Source: an optimization exercise on an open RTL-to-GDS flow (aim: small area). Production flows keep margins and buffers that such runs may drop.
RTL that was checked went through simulation tests only; none was proved equivalent to the original.
The flow treats the clock pin as an ideal source. Dropping or thinning the clock tree relies on that and would not hold on a real chip.
Power and IR drop assume default switching activity.

==> run a: inputs <==
Design MAIN, start of the top module:
module MAIN(
    input c,
    input d,
    input e,
    input clk,
    input rst,
    output [3:0] data,
    output [7:0] ledsx,
    output [7:0] ledsy
);
==> module MAIN, before the edit <==
module MAIN(
    input c,
    input d,
    input e,
    input clk,
    input rst,
    output [3:0] data,
    output [7:0] ledsx,
    output [7:0] ledsy
);
    wire [4:0] t32;
    wire       end37, end665, end15625, end1493;
    CLK_DIV2 m32(.clk(clk), .rst(rst), .q(t32));
    CLK_DIV #(.N(6),  .TAPS(6'h21),     .START(6'h3E),     .DMASK(6'h07),     .DVAL(6'h07))
        m37   (.clk(clk), .rst(rst), .term(end37));
    CLK_DIV #(.N(10), .TAPS(10'h204),   .START(10'h338),   .DMASK(10'h137),   .DVAL(10'h136))
        m665  (.clk(clk), .rst(rst), .term(end665));
    CLK_DIV #(.N(14), .TAPS(14'h2205),  .START(14'h07CD),  .DMASK(14'h0FFF),  .DVAL(14'h03E7))
        m15625(.clk(clk), .rst(rst), .term(end15625));
    CLK_DIV #(.N(11), .TAPS(11'h401),   .START(11'h0AA),   .DMASK(11'h0FF),   .DVAL(11'h0FF))
        m1493 (.clk(clk), .rst(rst), .term(end1493));
    wire t31 = &t32;
    reg fc, fd, fe, s;
    always @(posedge clk)
        if (rst) begin
            fc <= 1'b0; fd <= 1'b0; fe <= 1'b0; s <= 1'b0;
        end else begin
            fc <= fc ^ end1493;
            fd <= fd ^ (t32[0] & end665);
            fe <= fe ^ (t31 & end37);
            s  <= s  ^ (t31 & end15625);
        end
    wire t  = c ? fc : d ? fd : e ? fe : 1'b0;
    wire t2 = (c | d | e) & s;
    reg tq, t2q;
    always @(posedge clk)
        if (rst) begin
            tq <= 1'b0; t2q <= 1'b0;
        end else begin
            tq <= t; t2q <= t2;
        end
    wire rise  = t & ~tq;
    wire rise2 = t2 & ~t2q;
    reg [3:0] address_lo;
    reg       na4;
    reg [4:0] address2;
    wire [4:0] address = {~na4, address_lo};
    wire [4:0] address_inc = address + 5'h1;
    always @(posedge clk)
        if (rst) begin
            address_lo <= 4'h0; na4 <= 1'b1; address2 <= 5'h0;
        end else begin
            if (rise)  {na4, address_lo} <= {~address_inc[4], address_inc[3:0]};
            if (rise2) address2 <= address2 + 5'h1;
        end
    ROM vrom(.address(address), .data(data));
    wire [3:0] code;
    LEDROM vrom2(.address(address2), .code(code));
    reg nz, posi;
    reg [2:0] k;
    wire z = ~nz;
    always @(posedge clk)
        if (rst) begin
            nz <= 1'b0; posi <= 1'b0; k <= 3'b000;
        end else if (rise) begin
            if (code[3]) begin
                if (posi) nz <= 1'b0;
            end else begin
                nz <= 1'b1;
                k <= code[2:0];
                if (&code[2:0]) posi <= ~posi;
            end
        end
    wire       m = posi ^ (&k);
    wire [2:0] j = k ^ {3{m}};
    genvar i;
    generate
        for (i = 0; i < 8; i = i + 1) begin : g
            assign ledsx[7-i] = ~z & (k >= i);
            assign ledsy[i]   = ~z & (j != i);
        end
    endgenerate
endmodule
clock: 5.0 ns
lec_check: 0
cap_margin: 20
core_margin: 2
core_utilization: 40
slew_margin: 20
standard.sh (not shown) runs the stock make flow with config.mk's settings and CLKGATE_MAP_FILE= SYNTH_SCRIPT=/design/flow/synth_recipe.tcl, a recipe that flattens the netlist after the stock synthesis.
==> flow/flow/run.sh <==
#!/bin/bash
# Standard synthesis, then an area-oriented remap of the combinational
# logic (registers untouched, proven equivalent), then the standard layout
# with small port buffers and a hand-built clock buffer level.
set -euo pipefail
HERE=$(pwd)
LIB=$FLOW_HOME/platforms/$FLOW_PLATFORM/lib/sky130_fd_sc_hd__tt_025C_1v80.lib
RES=$HERE/orfs/results/$FLOW_PLATFORM/MAIN/base

bash standard.sh synth > make_synth.log 2>&1
cp $RES/1_2_yosys.v $HERE/std_synth.v

DU=$(sed 's/^/-dont_use /' flow/dont_use.txt | tr '\n' ' ')
remap() {
  s=$1
  cat > reopt_$s.ys <<EOS
read_liberty -ignore_miss_func $LIB
setattr -mod -set keep_hierarchy 1 sky130_fd_sc_hd__dfxtp_1 sky130_fd_sc_hd__edfxtp_1
read_verilog $HERE/std_synth.v
hierarchy -top $FLOW_TOP
flatten
opt -purge
abc -liberty $LIB $DU -script $HERE/flow/reopt_$s.abc
opt_clean -purge
setundef -zero
hilomap -singleton -hicell sky130_fd_sc_hd__conb_1 HI -locell sky130_fd_sc_hd__conb_1 LO
insbuf -buf sky130_fd_sc_hd__buf_1 A X
splitnets
opt_clean -purge
tee -o $HERE/reopt_${s}_stat.txt stat -liberty $LIB
select $FLOW_TOP
write_verilog -noattr -nohex -nodec -selected $HERE/reopt_$s.v
EOS
  yosys -l reopt_${s}_yosys.log -s reopt_$s.ys > /dev/null 2>&1 || return 0
  cat > equiv_$s.ys <<EOS
read_liberty -ignore_miss_func $LIB
read_verilog $HERE/std_synth.v
rename $FLOW_TOP gold
read_verilog $HERE/reopt_$s.v
rename $FLOW_TOP gate
flatten
opt_clean -purge
rename -hide w:_*
rename -hide w:\\\\_*
async2sync
equiv_make gold gate eq
hierarchy -top eq
equiv_simple -seq 2
equiv_induct -seq 2
equiv_status -assert
EOS
  if yosys -l equiv_${s}_yosys.log -s equiv_$s.ys > /dev/null 2>&1; then
    echo "$(grep "Chip area for module '.$FLOW_TOP'" reopt_${s}_stat.txt | awk '{print $NF}') $s" > proven_$s.txt
  fi
}
# four seeds of the deep remap side by side, and one quick remap
for s in s0 s2 s3 s5 b; do remap $s & done
wait
best=$HERE/std_synth.v
pick=$(cat proven_*.txt 2>/dev/null | sort -g | head -1 | awk '{print $2}' || true)
cat proven_*.txt > reopt_choice.log 2>/dev/null || true
if [[ -n "$pick" ]]; then best=$HERE/reopt_$pick.v; fi
echo "using $best" >> reopt_choice.log
cp $best $RES/1_2_yosys.v
rm -f $RES/1_synth.odb $RES/1_synth.sdc

export BUFFER_PORTS_ARGS="-buffer_cell sky130_fd_sc_hd__buf_1"
export PRE_CTS_TCL=$HERE/flow/manual_cts.tcl
export MANUAL_CTS_BUF=sky130_fd_sc_hd__clkbuf_16
export MANUAL_CTS_N=2
bash standard.sh > make_layout.log 2>&1
==> flow/flow/manual_cts.tcl <==
# Clock buffering in place of TritonCTS: the register clock pins are split
# into MANUAL_CTS_N groups of equal size by position (balanced k-means); one clock buffer, placed at
# the centre of its group, drives each group straight from the clock port.
set block [ord::get_db_block]
set db [ord::get_db]
set master [$db findMaster $::env(MANUAL_CTS_BUF)]
set k $::env(MANUAL_CTS_N)
set clk_net [$block findNet clk]
set sinks [$clk_net getITerms]
set pts {}
foreach it $sinks {
  set b [[$it getInst] getBBox]
  lappend pts [list [expr {([$b xMin] + [$b xMax]) / 2}] [expr {([$b yMin] + [$b yMax]) / 2}]]
}
set n [llength $pts]
# initial centres: spread along the sinks sorted by x
set order [lsort -integer -index 0 [lmap p $pts {set p}]]
set cs {}
for {set i 0} {$i < $k} {incr i} {
  lappend cs [lindex $order [expr {int(($i + 0.5) * $n / $k)}]]
}
set cap [expr {($n + $k - 1) / $k}]
for {set iter 0} {$iter < 50} {incr iter} {
  # balanced assignment: sink-centre pairs in order of distance, each
  # centre taking at most cap sinks
  set pairs {}
  set pi 0
  foreach p $pts {
    for {set i 0} {$i < $k} {incr i} {
      set c [lindex $cs $i]
      lappend pairs [list [expr {abs([lindex $p 0] - [lindex $c 0]) + abs([lindex $p 1] - [lindex $c 1])}] $pi $i]
    }
    incr pi
  }
  set asg [lrepeat $n -1]
  set cnt [lrepeat $k 0]
  foreach pr [lsort -integer -index 0 $pairs] {
    lassign $pr d pi i
    if {[lindex $asg $pi] >= 0 || [lindex $cnt $i] >= $cap} continue
    lset asg $pi $i
    lset cnt $i [expr {[lindex $cnt $i] + 1}]
  }
  set ncs {}
  for {set i 0} {$i < $k} {incr i} {
    set sx 0; set sy 0; set m 0
    foreach p $pts a $asg {
      if {$a == $i} { set sx [expr {$sx + [lindex $p 0]}]; set sy [expr {$sy + [lindex $p 1]}]; incr m }
    }
    if {$m > 0} { lappend ncs [list [expr {$sx / $m}] [expr {$sy / $m}]] } else { lappend ncs [lindex $cs $i] }
  }
  set cs $ncs
}
for {set i 0} {$i < $k} {incr i} {
  set buf [odb::dbInst_create $block $master clkbuf_leaf_$i]
  set bnet [odb::dbNet_create $block clknet_leaf_$i]
  $bnet setSigType CLOCK
  set m 0
  foreach it $sinks a $asg {
    if {$a == $i} { $it disconnect; $it connect $bnet; incr m }
  }
  [$buf findITerm A] connect $clk_net
  [$buf findITerm X] connect $bnet
  set c [lindex $cs $i]
  $buf setLocation [lindex $c 0] [lindex $c 1]
  $buf setPlacementStatus PLACED
  puts "manual clock buffer $i: $m sinks at $c"
}
global_connect
rename ::clock_tree_synthesis ::clock_tree_synthesis_unused
proc ::clock_tree_synthesis {args} { puts "clock_tree_synthesis skipped: clock buffered by hand" }
==> flow/flow/reopt_b.abc <==
strash
dc2
dch -f
map -a
strash
dch -f
map -a
topo
==> flow/flow/reopt_s0.abc <==
strash
&get -n
&deepsyn -T 60 -S 0
&put
dch -f
amap
topo
==> flow/flow/reopt_s2.abc <==
strash
&get -n
&deepsyn -T 60 -S 2
&put
dch -f
amap
topo
==> flow/flow/reopt_s3.abc <==
strash
&get -n
&deepsyn -T 60 -S 3
&put
dch -f
amap
topo
==> flow/flow/reopt_s5.abc <==
strash
&get -n
&deepsyn -T 60 -S 5
&put
dch -f
amap
topo
Other scripts of this flow, unchanged in this note and not shown: flow/flow/dont_use.txt
==> inputs of run b, as changes to run a <==
--- a/flow/design.v
+++ b/flow/design.v
@@ -83,32 +83,27 @@
         end
     wire rise  = t & ~tq;
     wire rise2 = t2 & ~t2q;
-    reg [3:0] address_lo;
-    reg       na4;
-    reg [4:0] address2;
-    wire [4:0] address = {~na4, address_lo};
-    wire [4:0] address_inc = address + 5'h1;
+    reg [4:0] address, address2;
     always @(posedge clk)
         if (rst) begin
-            address_lo <= 4'h0; na4 <= 1'b1; address2 <= 5'h0;
+            address <= 5'h0; address2 <= 5'h0;
         end else begin
-            if (rise)  {na4, address_lo} <= {~address_inc[4], address_inc[3:0]};
+            if (rise)  address  <= address + 5'h1;
             if (rise2) address2 <= address2 + 5'h1;
         end
     ROM vrom(.address(address), .data(data));
     wire [3:0] code;
     LEDROM vrom2(.address(address2), .code(code));
-    reg nz, posi;
+    reg z, posi;
     reg [2:0] k;
-    wire z = ~nz;
     always @(posedge clk)
         if (rst) begin
-            nz <= 1'b0; posi <= 1'b0; k <= 3'b000;
+            z <= 1'b1; posi <= 1'b0;
         end else if (rise) begin
             if (code[3]) begin
-                if (posi) nz <= 1'b0;
+                if (posi) z <= 1'b1;
             end else begin
-                nz <= 1'b1;
+                z <= 1'b0;
                 k <= code[2:0];
                 if (&code[2:0]) posi <= ~posi;
             end
==> flow/flow/run.sh (replaced) <==
#!/bin/bash
# Standard synthesis, then an area-oriented remap of the combinational
# logic (registers untouched), then the standard layout with small port
# buffers and a lighter clock tree.
set -euo pipefail
HERE=$(pwd)
LIB=$FLOW_HOME/platforms/$FLOW_PLATFORM/lib/sky130_fd_sc_hd__tt_025C_1v80.lib
RES=$HERE/orfs/results/$FLOW_PLATFORM/MAIN/base

bash standard.sh synth > make_synth.log 2>&1

cp $RES/1_2_yosys.v $HERE/std_synth.v
DU=$(sed 's/^/-dont_use /' flow/dont_use.txt | tr '\n' ' ')
cat > reopt.ys <<EOS
read_liberty -ignore_miss_func $LIB
setattr -mod -set keep_hierarchy 1 sky130_fd_sc_hd__dfxtp_1 sky130_fd_sc_hd__edfxtp_1
read_verilog $HERE/std_synth.v
hierarchy -top $FLOW_TOP
flatten
opt -purge
abc -liberty $LIB $DU -script $HERE/flow/reopt.abc
opt_clean -purge
setundef -zero
hilomap -singleton -hicell sky130_fd_sc_hd__conb_1 HI -locell sky130_fd_sc_hd__conb_1 LO
insbuf -buf sky130_fd_sc_hd__buf_1 A X
splitnets
opt_clean -purge
stat -liberty $LIB
select $FLOW_TOP
write_verilog -noattr -nohex -nodec -selected $HERE/reopt.v
EOS
yosys -l reopt_yosys.log -s reopt.ys > /dev/null 2>&1
cp $HERE/reopt.v $RES/1_2_yosys.v
rm -f $RES/1_synth.odb $RES/1_synth.sdc

export BUFFER_PORTS_ARGS="-buffer_cell sky130_fd_sc_hd__buf_1"
export CTS_ARGS="$(cat flow/cts_args.txt)"
bash standard.sh > make_layout.log 2>&1
==> flow/flow/cts_args.txt (new file) <==
-sink_clustering_enable -repair_clock_nets -dont_use_dummy_load -buf_list sky130_fd_sc_hd__clkbuf_16 -root_buf sky130_fd_sc_hd__clkbuf_16 -sink_clustering_size 70 -sink_clustering_max_diameter 500
==> flow/flow/reopt.abc (new file) <==
strash
dc2
dch -f
map -a
strash
dch -f
map -a
topo
removed: flow/flow/manual_cts.tcl
removed: flow/flow/reopt_b.abc
removed: flow/flow/reopt_s0.abc
removed: flow/flow/reopt_s2.abc
removed: flow/flow/reopt_s3.abc
removed: flow/flow/reopt_s5.abc
==> results by group <==
Run status
  • Status: no timing/DRC/antenna violations

Routing
  • Vias: 1788

Power and ir drop
  • Reg power frac: 0.710
  • VDD IR max: 0.172 mV
  • Total power: 796 µW

Final layout
  • Nets: 307
  • Post-route cell area: 0.00257 mm²
  • Commonest non-fill, non-tap cells in the layout: nor2_1, dfxtp_1, nand2_1, clkinv_1, buf_1

Floorplanning
  • Die width: 80.6 µm
  • Die Area: 0.00649 mm²

Critical path
  • Slowest cell on crit path: dfxtp_1
  • R2r startpoint: address2[0]$_SDFFE_PP0P_

GRT
  • Overall routing resource usage: 0.125

Place
  • Placed Instances: 370
[end of results for run a]
==> results by group <==
Final layout
  • Commonest non-fill, non-tap cells in the layout: nor2_1, dfxtp_1, nand2_1, clkinv_1, buf_1

Critical path
  • Slowest cell on crit path: edfxtp_1
  • R2r startpoint: fe$_SDFF_PP0_

Run status
  • Status: no timing/DRC/antenna violations

GRT
  • Overall routing resource usage: 0.147

Floorplanning
  • Die Area: 0.00673 mm²

Place
  • Placed Instances: 401
[end of results for run b]
Function not checked in run a: the RTL went through the layout flow alone. The clock cells of run a come from the design's own scripts or RTL, not from TritonCTS.

## static timing again, ports no longer ideal
How much do the figures lean on ideal ports? The routed layouts below were timed once more, with nothing changed but the port constraints. Step 1: set_driving_cell puts a clkbuf_16 on clk and a buf_2 on each other input, an assumption about the parent block. Step 2, shift: input delay + t, output delay - t, t = (earliest + latest rising clock arrival at the registers) / 2. This alone moves slack from input paths to output paths. Slacks: ideal ports / drivers / drivers and shift; pairs: ideal ports / drivers.
run	t (ns)	setup WS [ns]	worst setup path at the end
run a	0.214	2.355 / 2.312 / 2.386	input to register
run b	0.346	2.344 / 2.314 / 2.366	input to register
After both steps setup and hold are still met in every run listed.
